This design comes from an exercise in tuning for small area on the open sky130 flow, not from production work. The RTL was checked by simulation tests, not by an equivalence proof against the original design. Power and IR drop assume default switching activity.

==> run a: inputs <==
## top_full_design
module top_full_design
    #(
        parameter NB_ADDR = 6,
        parameter NB_DATA = 8
    )
    (
        output [NB_DATA - 1 : 0] o_log_data_from_ram,
        output o_log_ram_full,
        input [2:0] i_enable,
        input [1:0] i_sel,
        input i_reset,
        input clock
    );
reg [9:0] gen_cnt;
reg [3:0] gen_q9;
wire gen_clr = ~i_reset | ~i_enable[0];
always @(posedge clock or posedge gen_clr) begin
    if (gen_clr) begin
        gen_cnt <= 10'd0;
        gen_q9  <= 4'd0;
    end else begin
        gen_cnt <= gen_cnt + 10'd1;
        gen_q9  <= (&gen_cnt || gen_q9 == 4'd8) ? 4'd0 : gen_q9 + 4'd1;
    end
end
reg [1:0] sel_prev;
reg [1:0] sel;
always @(posedge clock) begin
    if (~i_reset) begin
        sel_prev <= 2'b00;
        sel      <= 2'b00;
    end else begin
        sel_prev <= i_sel;
        sel      <= sel ^ (i_sel & ~sel_prev);
    end
end
wire [7:0] x0;
signal_generator u_gen (.n(gen_cnt), .q9(gen_q9), .sel(sel), .x(x0));
reg [7:0] dl [1:14];
integer i;
always @(posedge clock) begin
    if (~i_reset) begin
        for (i = 1; i <= 14; i = i + 1) dl[i] <= 8'd0;
    end else if (i_enable[0]) begin
        dl[1] <= x0;
        for (i = 1; i < 14; i = i + 1) dl[i+1] <= dl[i];
    end
end
wire [14:0] ra, rb;
fir_tree u_tree(.x0(x0), .d({dl[14], dl[13], dl[12], dl[11], dl[10], dl[9], dl[8],
                            dl[7], dl[6], dl[5], dl[4], dl[3], dl[2], dl[1]}),
                .ra(ra), .rb(rb));
reg [14:0] ra_r, rb_r;
always @(posedge clock) begin
    ra_r <= ra;
    rb_r <= rb;
end
wire [14:0] acc;
fir_cpa u_cpa(.a(ra_r), .b(rb_r), .s(acc));
wire sat_ok = (acc[14] == acc[13]);
wire [7:0] y = sat_ok ? {acc[14], acc[12:6]} : {acc[14], {7{~acc[14]}}};
reg [7:0] y2, y3;
always @(posedge clock) begin
    y2 <= y;
    y3 <= y2;
end
reg        run;
reg [5:0]  wc;
reg        full;
wire       wc_last = &wc;
always @(posedge clock) begin
    if (~i_reset)      run <= 1'b0;
    else if (~run)     run <= i_enable[1] & ~full;
    else               run <= ~wc_last;
    if (~run) wc <= 6'd0;
    else      wc <= wc + 6'd1;
    if (~i_reset | ~i_enable[1]) full <= 1'b0;
    else if (wc_last)            full <= 1'b1;
end
reg [7:0] mem [0:63];
always @(posedge clock) begin
    if (run) mem[wc] <= y3;
end
reg [5:0] rd_addr;
reg       rd_inc, rd_rstn;
wire [5:0] rd_cnt = rd_rstn ? rd_addr + {5'd0, rd_inc} : 6'd0;
  ...
export LEC_CHECK = 0
export CAP_MARGIN = 20
export CORE_MARGIN = 2
export CORE_UTILIZATION = 40
export CTS_BUF_LIST = sky130_fd_sc_hd__clkbuf_16
export CTS_CLUSTER_DIAMETER = 100
export CTS_CLUSTER_SIZE = 30
export SLEW_MARGIN = 20
export SYNTH_HIERARCHICAL = 1
export SYNTH_MEMORY_MAX_BITS = 16384
create_clock -name core_clock -period 8.0 [get_ports {clock}]
run.sh (not shown) runs the stock make flow with config.mk's settings and CLKGATE_MAP_FILE= SYNTH_SCRIPT=/design/flow/synth_recipe.tcl, a recipe that flattens the netlist after the stock synthesis.
==> run b: changes against run a <==
Settings changed: CTS_BUF_LIST sky130_fd_sc_hd__clkbuf_16 to default, CTS_CLUSTER_DIAMETER 100 to default, CTS_CLUSTER_SIZE 30 to default.
==> summary of the runs <==
Run a produced a clean layout. Run b finished clean.
Of run a and run b, run b has the higher global-route usage (gap 0.46 points).
Non-clock buffer count is the same in run a and run b.
Of run b and run a, run b has the higher clock power (gap 92%, measured against run a).
In combinational power, run a and run b hardly differ.
Sequential power is about the same in run a and run b.
In die area, run a and run b do not differ.
Between run b and run a, the lower fmax is in run b (gap 0.45%, measured against run a).


==> sierra <==
top_full_design, a different RTL version from the one above (not shown whole).
==> flow/design.v (excerpt) <==
module top_full_design
    #(
        parameter NB_ADDR = 6,
        parameter NB_DATA = 8
    )
    (
        output [NB_DATA - 1 : 0] o_log_data_from_ram,
        output o_log_ram_full,
        input [2:0] i_enable,
        input [1:0] i_sel,
        input i_reset,
        input clock
    );
export LEC_CHECK = 0
export CAP_MARGIN = 0
export CORE_MARGIN = 2
export CORE_UTILIZATION = 60
export CTS_BUF_LIST = sky130_fd_sc_hd__clkbuf_8
export CTS_CLUSTER_DIAMETER = 60
export CTS_CLUSTER_SIZE = 16
export SLEW_MARGIN = 0
export SYNTH_HIERARCHICAL = 1
export SYNTH_MEMORY_MAX_BITS = 16384
create_clock -name core_clock -period 8.0 [get_ports {clock}]
==> quartz (differences from sierra) <==
- CAP_MARGIN: 0 -> 20
- CORE_UTILIZATION: 60 -> 40
- SLEW_MARGIN: 0 -> 20
==> indigo (differences from sierra) <==
- CAP_MARGIN: 0 -> 20
- CORE_UTILIZATION: 60 -> 40
- CTS_BUF_LIST: sky130_fd_sc_hd__clkbuf_8 -> sky130_fd_sc_hd__clkbuf_16
- CTS_CLUSTER_DIAMETER: 60 -> 100
- CTS_CLUSTER_SIZE: 16 -> 30
- SLEW_MARGIN: 0 -> 20
==> comparison table <==
Register fraction of the total cell area: sierra 56.2%; quartz 55.2%; indigo 55.5%
Overall power after layout: sierra 8440 uW; quartz 8460 uW; indigo 8320 uW
Wire per inst: sierra 27.3 um; quartz 25.3 um; indigo 25.4 um
Vias per inst: sierra 6.75; quartz 6.06; indigo 6.09
Net switching power figure: sierra 2490 uW; quartz 2470 uW; indigo 2370 uW
1st-pass router iterations: sierra 10; quartz 6; indigo 6
Die height: sierra 241 um; quartz 294 um; indigo 294 um
Deepest level of the CTS H-tree: sierra 2; quartz 2; indigo 1
Post-placement cell count: sierra 3238; quartz 3586; indigo 3586
Via count of the first global-routing pass: sierra 21646; quartz 21915; indigo 21629
Global-route wire length before repair: sierra 137000 um; quartz 141000 um; indigo 139000 um
Routing usage on met2: sierra 49.5%; quartz 34.0%; indigo 33.9%
Clock-pin slew of the registers on the worst-case setup and hold paths: sierra 0.09 ns; quartz 0.09 ns; indigo 0.11 ns
Crit Path Max Fanout: sierra 16; quartz 19; indigo 19
Status: sierra no timing/DRC/antenna violations; quartz no timing/DRC/antenna violations; indigo no timing/DRC/antenna violations
Post-Layout Cell Count: sierra 3341; quartz 3693; indigo 3640
Initial cell density of the core: sierra 60.8%; quartz 40.2%; indigo 40.2%
Internal portion of total power: sierra 5960 uW; quartz 5980 uW; indigo 5950 uW
Total power per unit cell area: sierra 240 nW/um2; quartz 236 nW/um2; indigo 233 nW/um2
Worst rel slew slack: sierra 14.7%; quartz 25.1%; indigo 27.2%
Worst setup startpoint: sierra gen_q9[0]; quartz gen_cnt[1]; indigo gen_cnt[1]
PnR worst setup slack: sierra 1.01 ns; quartz 1.11 ns; indigo 1.18 ns
Switching part of the total power: sierra 29.4%; quartz 29.3%; indigo 28.5%
Reported sequential group power: sierra 4800 uW; quartz 4680 uW; indigo 4680 uW
Fin Clk Skew: sierra 0.0446 ns; quartz 0.0585 ns; indigo 0.0376 ns

[separate check: timing with driven ports]
No port has a modelled driver above. Below, the same layouts with a new extraction and two added sets of constraints. Step 1: set_driving_cell puts a clkbuf_16 on clock and a buf_2 on each other input, an assumption about the parent block. Step 2 adds t to the input delays and takes it off the output delays; t is the mean of the earliest and latest rising clock arrival at the registers after step 1. Input paths then give back, and output paths get back, about the clock's delay inside the block. Slacks: ideal ports / drivers / drivers and shift; pairs: ideal ports / drivers.
run	t, ns	setup slack, ns	latest minus earliest clock arrival (ns)	pins driven straight from the clock port
run a	0.710	0.642 / 0.642 / 0.642	0.046 / 0.046	1
run b	0.682	0.609 / 0.609 / 0.609	0.029 / 0.029	1
sierra	0.768	1.013 / 1.013 / 1.013	0.047 / 0.046	1
quartz	0.763	1.114 / 1.114 / 1.114	0.060 / 0.060	1
indigo	0.705	1.182 / 1.182 / 1.182	0.051 / 0.051	1
After both steps setup and hold are still met in every run listed.
